Context: an optimization exercise on an open-source flow, tuned for small area, a short achievable clock period and few clock cycles. The choices shown serve that exercise and are no tape-out recipe.
RTL that was checked went through simulation tests only; none was proved equivalent to the original.
Power figures rest on the tool's default switching activity, not on a simulated workload.

==> try-raven <==
## DATAPATH
module DATAPATH(Product, done, clk, multiplicand, multiplier, start, rst);
export LEC_CHECK = 0
export ABC_AREA = 1
export CAP_MARGIN = 20
export CORE_MARGIN = 2
export CORE_UTILIZATION = 60
export SLEW_MARGIN = 20
export SYNTH_HIERARCHICAL = 1
export SYNTH_MINIMUM_KEEP_SIZE = 0
create_clock -name core_clock -period 4.0 [get_ports {clk}]
standard.sh (not shown) runs the stock make flow with config.mk's settings and CLKGATE_MAP_FILE= SYNTH_SCRIPT=/design/flow/synth_recipe.tcl, a recipe that flattens the netlist after the stock synthesis.
==> flow/flow/run.sh <==
#!/bin/bash
# Standard layout, with plain buffers (instead of delay buffers) on the ports.
set -euo pipefail
export BUFFER_PORTS_ARGS="-buffer_cell sky130_fd_sc_hd__buf_2"
bash standard.sh > standard.log 2>&1
==> inputs of try-tundra, as changes to try-raven <==
--- a/flow/config.mk
+++ b/flow/config.mk
@@ -7,3 +7,3 @@
 export LEC_CHECK = 0
-export ABC_AREA = 1
+export ABC_AREA = 0
 export CAP_MARGIN = 20
==> inputs of try-nickel, as changes to try-raven <==
--- a/flow/config.mk
+++ b/flow/config.mk
@@ -10,3 +10,3 @@
 export CORE_MARGIN = 2
-export CORE_UTILIZATION = 60
+export CORE_UTILIZATION = 70
 export SLEW_MARGIN = 20
==> comparison table <==
| quantity | try-raven | try-nickel | try-tundra |
|---|---|---|---|
| Number of multi-input combinational cells in the layout | 618 | 618 | 1,025 |
| GRT busiest layer | met2 | met2 | met1 |
| Most frequent standard cell in the layout excluding fill and tap cells | sky130_fd_sc_hd__xor2_1 | sky130_fd_sc_hd__xor2_1 | sky130_fd_sc_hd__nand2_1 |
| Switching pwr | 2.710 mW | 2.790 mW | 2.783 mW |
| Worst slew pin tran | 632.3 ps | 713.4 ps | 936.9 ps |
| Critical Path Stages | 11 | 12 | 10 |
| Routed length on met3 | 1.042 mm | 1.482 mm | 2.632 mm |
| Cell Count Post-Placement | 1,068 | 1,050 | 1,583 |
| Routed len/inst | 19.01 um | 20.13 um | 19.03 um |
| Iteration-0 DRC count of the detailed router | 563 | 570 | 899 |
| Synthesized-area fraction occupied by adder cells | 0.3607 | 0.3607 | 0.3282 |
| Critical Path End | acc_c[17] | acc_c[14] | acc_c[20] |
| Result of the run | complete, no violations | complete, no violations | complete, no violations |
| Mapped Cells | 838 | 838 | 1,280 |
| Number of nets at the end of the flow | 1,119 | 1,117 | 1,589 |
| Global routing usage summed across all routing layers | 0.2784 | 0.3374 | 0.3163 |
| # Taps | 184 | 168 | 229 |
| Sequential fraction of the synthesis area | 0.2189 | 0.2189 | 0.1772 |
| Ratio of cells with drive above 1 in the final layout | 0.1967 | 0.1938 | 0.2051 |
| Reported leakage power | 4.339 nW | 4.375 nW | 5.147 nW |
| Share of the synthesized netlist area taken by xor and xnor gates | 0.1434 | 0.1434 | 0.02436 |
| First-pass iteration count of the detailed router | 6 | 5 | 7 |
| Chip width | 124.6 um | 115.7 um | 138.1 um |
| Die footprint | 15,540 um2 | 13,390 um2 | 19,070 um2 |
| Worst endpoint required time | 4080 ps | 4080 ps | 4070 ps |
| Met2 GRT Util | 0.4696 | 0.5778 | 0.4758 |
Testbench counts of try-raven, summed over its fixed seeds: cycles 2,400.
Testbench counts of try-tundra, summed over its fixed seeds: cycles 2,400.
Testbench counts of try-nickel, summed over its fixed seeds: cycles 2,400.

* * *

==> 01-28 <==
DATAPATH, a different RTL version from the one above (not shown whole).
clock: 4.0 ns
lec_check: 0
abc_area: 1
cap_margin: 20
core_margin: 2
core_utilization: 60
slew_margin: 20
synth_hierarchical: 1
synth_minimum_keep_size: 0
Scripts as last shown in full above: flow/flow/run.sh
==> inputs of 11-25, as changes to 01-28 <==
==> flow/run.sh (new file) <==
#!/bin/bash
# synth_recipe.tcl (not shown) runs the flow's synth.tcl, then flattens the netlist and writes it again
# the make line also repeats each setting of config.mk as NAME=value (left out here)
make -C /OpenROAD-flow-scripts/flow DESIGN_CONFIG=/design/flow/config.mk WORK_HOME=/design/flow/orfs CLKGATE_MAP_FILE= SYNTH_SCRIPT=/design/flow/synth_recipe.tcl finish
removed: flow/flow/run.sh
removed: flow/standard.sh
==> qor summary <==
Leakage power figure: 01-28 5.54 nW; 11-25 5.69 nW
Required time of the worst setup path: 01-28 4.06 ns; 11-25 4.07 ns
Number of nets in the layout: 01-28 1430; 11-25 1452
Sequential group share of total power: 01-28 0.174; 11-25 0.163
Net switching share of the total power: 01-28 0.477; 11-25 0.454
Clock distribution power: 01-28 0.775 mW; 11-25 0.743 mW
Met1 layer wirelength in the final routing: 01-28 11100 um; 11-25 11400 um
Largest net degree at the start of global routing: 01-28 37; 11-25 44
Starting DRC count in detailed routing: 01-28 581; 11-25 530
Arrival time reported for the critical path endpoint: 01-28 3.97 ns; 11-25 4.00 ns
Status: 01-28 finished clean; 11-25 finished clean
Detailed-placement wirelength estimate: 01-28 19900 um; 11-25 20400 um
Crit path max fanout: 01-28 6; 11-25 7
Vias per Instance: 01-28 5.39; 11-25 5.41
Placed Instance Area: 01-28 11000 sq um; 11-25 11300 sq um
Non-filler instance count after layout: 01-28 1450; 11-25 1472
Fill cell total of the finished layout: 01-28 1353; 11-25 1283
Tightest hold margin: 01-28 0.624 ns; 11-25 0.994 ns
Met2 WL post-DR: 01-28 10900 um; 11-25 11700 um
Count of plain and timing-repair buffers: 01-28 166; 11-25 188
Cell area after layout: 01-28 11300 sq um; 11-25 12000 sq um
Final worst path period need: 01-28 3.91 ns; 11-25 3.94 ns
Launching instance or port of the critical path: 01-28 multiplier[3]; 11-25 multiplicand[10]
Via count of the routed design: 01-28 7809; 11-25 7961
Function was not checked in any run of this note: the RTL went through the layout flow alone.

* * *

==> cedar <==
DATAPATH, a different RTL version from the one above (not shown whole).
Settings: LEC_CHECK=0, ABC_AREA=1, CAP_MARGIN=20, CORE_MARGIN=2, CORE_UTILIZATION=40, CTS_BUF_LIST=sky130_fd_sc_hd__clkbuf_4 sky130_fd_sc_hd__clkbuf_8, CTS_CLUSTER_SIZE=30, PLACE_DENSITY=0.75, SLEW_MARGIN=20, SYNTH_HIERARCHICAL=1, SYNTH_MINIMUM_KEEP_SIZE=0; clock period 4.0 ns.
==> flow/flow/run.sh <==
#!/bin/bash
# Standard layout, with plain buffers (instead of delay buffers) on the ports.
set -euo pipefail
export BUFFER_PORTS_ARGS="-buffer_cell sky130_fd_sc_hd__buf_4"
bash standard.sh > standard.log 2>&1
==> ember: changes against cedar <==
==> flow/run.sh (new file) <==
#!/bin/bash
# synth_recipe.tcl (not shown) runs the flow's synth.tcl, then flattens the netlist and writes it again
# the make line also repeats each setting of config.mk as NAME=value (left out here)
make -C /OpenROAD-flow-scripts/flow DESIGN_CONFIG=/design/flow/config.mk WORK_HOME=/design/flow/orfs CLKGATE_MAP_FILE= SYNTH_SCRIPT=/design/flow/synth_recipe.tcl finish
--- a/flow/config.mk
+++ b/flow/config.mk
@@ -8,10 +8,9 @@
 export ABC_AREA = 1
 export CAP_MARGIN = 20
 export CORE_MARGIN = 2
-export CORE_UTILIZATION = 40
+export CORE_UTILIZATION = 60
 export CTS_BUF_LIST = sky130_fd_sc_hd__clkbuf_4 sky130_fd_sc_hd__clkbuf_8
 export CTS_CLUSTER_SIZE = 30
-export PLACE_DENSITY = 0.75
 export SLEW_MARGIN = 20
 export SYNTH_HIERARCHICAL = 1
 export SYNTH_MINIMUM_KEEP_SIZE = 0
removed: flow/flow/run.sh
removed: flow/standard.sh
==> fjord: changes against cedar <==
==> flow/flow/run.sh (replaced) <==
#!/bin/bash
# Standard layout, with plain buffers (instead of delay buffers) on the ports.
set -euo pipefail
export BUFFER_PORTS_ARGS="-buffer_cell sky130_fd_sc_hd__buf_2"
bash standard.sh > standard.log 2>&1
==> violet: changes against cedar <==
==> flow/flow/run.sh (replaced) <==
#!/bin/bash
# Standard layout, with plain buffers (instead of delay buffers) on the ports.
set -euo pipefail
export BUFFER_PORTS_ARGS="-buffer_cell sky130_fd_sc_hd__buf_2"
bash standard.sh > standard.log 2>&1
--- a/flow/config.mk
+++ b/flow/config.mk
@@ -11,7 +11,7 @@
 export CORE_UTILIZATION = 40
 export CTS_BUF_LIST = sky130_fd_sc_hd__clkbuf_4 sky130_fd_sc_hd__clkbuf_8
 export CTS_CLUSTER_SIZE = 30
-export PLACE_DENSITY = 0.75
+export PLACE_DENSITY = 0.45
 export SLEW_MARGIN = 20
 export SYNTH_HIERARCHICAL = 1
 export SYNTH_MINIMUM_KEEP_SIZE = 0
==> notes <==
Against violet, the cell count of ember is smaller by about 5%.
Of cedar and ember, ember has the higher combinational power (gap about 7%, measured against ember).
In violet the core utilization is higher than in cedar, by 0.30 points.
Die area is the same in fjord and violet.
Global-route usage: ember > violet > fjord > cedar.
Non-clock buffer count: ember is higher than cedar (47).
Against fjord, the sequential share of layout area of cedar is lower by 0.23 points.
In ember the hold slack is higher than in cedar, by 360 ps.
==> figures <==
item                                                                     cedar                    ember                   violet                    fjord
Result of the run                                      complete, no violations  complete, no violations  complete, no violations  complete, no violations
Clk pwr                                                                 553 uW                   616 uW                   710 uW                   615 uW
Global-route track usage on met2                                        30.11%                   48.11%                   31.84%                   30.00%
Logic depth of the worst setup path including buffers                       11                       11                       10                       11
Worst setup path end                                                 acc_c[21]                acc_c[20]                acc_c[17]                acc_c[24]
Crit path buffers/inverters                                                  3                        2                        1                        3
Power drawn by the combinational cells                                 4.43 mW                  4.76 mW                  4.07 mW                  4.09 mW
Switching share of total power                                          42.14%                   40.22%                   43.11%                   43.49%
Clock Buffer Count                                                          11                       14                       10                       10
Initial core utilization                                                40.99%                   61.79%                   40.99%                   40.99%
Fmax                                                                 274.5 MHz                253.5 MHz                255.9 MHz                275.7 MHz
Max VDD drop                                                          591.7 uV                 436.4 uV                 389.7 uV                 507.3 uV
Hold Path Stages                                                             2                        1                        2                        2
Core outline area                                                  21090 sq um              13990 sq um              21090 sq um              21090 sq um
Well tap count                                                             275                      180                      275                      275
Setup repair after global routing missed its margin                      false                        -                    false                    false
Die Area                                                           22800 sq um              15380 sq um              22800 sq um              22800 sq um
Testbench counts of cedar, summed over its fixed seeds: cycles 2,400.
Testbench counts of ember, summed over its fixed seeds: cycles 2,400.
Testbench counts of fjord, summed over its fixed seeds: cycles 2,400.
Testbench counts of violet, summed over its fixed seeds: cycles 2,400.

[static timing again, ports no longer ideal]
Ports are ideal in the flow. The routed layouts listed here were re-timed in OpenROAD. Step 1 (the two cells are an assumption about what drives the block):
set clk [get_ports {clk}]
set_driving_cell -lib_cell sky130_fd_sc_hd__clkbuf_16 $clk
set_driving_cell -lib_cell sky130_fd_sc_hd__buf_2 [delete_from_list [all_inputs] $clk]
Step 2 also shifts input and output timing later by t, the mid clock arrival at the registers, as if the neighbouring blocks saw the same clock. a / b / c = ideal / step 1 / step 2; a / b = the first two.
run | shift t [ns] | slack for setup (ns) | hold slack, ns
try-raven | 0.382 | 0.201 / 0.223 / -0.159 | 0.608 / 0.585 / 0.967
try-tundra | 0.355 | 0.089 / 0.086 / -0.269 | 0.623 / 0.611 / 0.966
try-nickel | 0.381 | 0.191 / 0.210 / -0.171 | 0.609 / 0.591 / 0.972
01-28 | 0.358 | 0.085 / 0.103 / -0.256 | 0.624 / 0.612 / 0.970
11-25 | 0.362 | 0.064 / 0.078 / -0.284 | 0.994 / 0.974 / 1.336
cedar | 0.402 | 0.357 / 0.372 / -0.030 | 0.581 / 0.568 / 0.970
ember | 0.398 | 0.055 / 0.069 / -0.329 | 0.942 / 0.923 / 1.321
fjord | 0.410 | 0.373 / 0.346 / -0.018 | 0.576 / 0.560 / 0.970
violet | 0.414 | 0.092 / 0.104 / -0.310 | 0.558 / 0.539 / 0.954
With both steps, setup timing fails in every run listed, where it was met with ideal ports. For violet, which loses most, drivers alone change the setup slack by +0.012 ns; drivers and shift together by -0.402 ns.
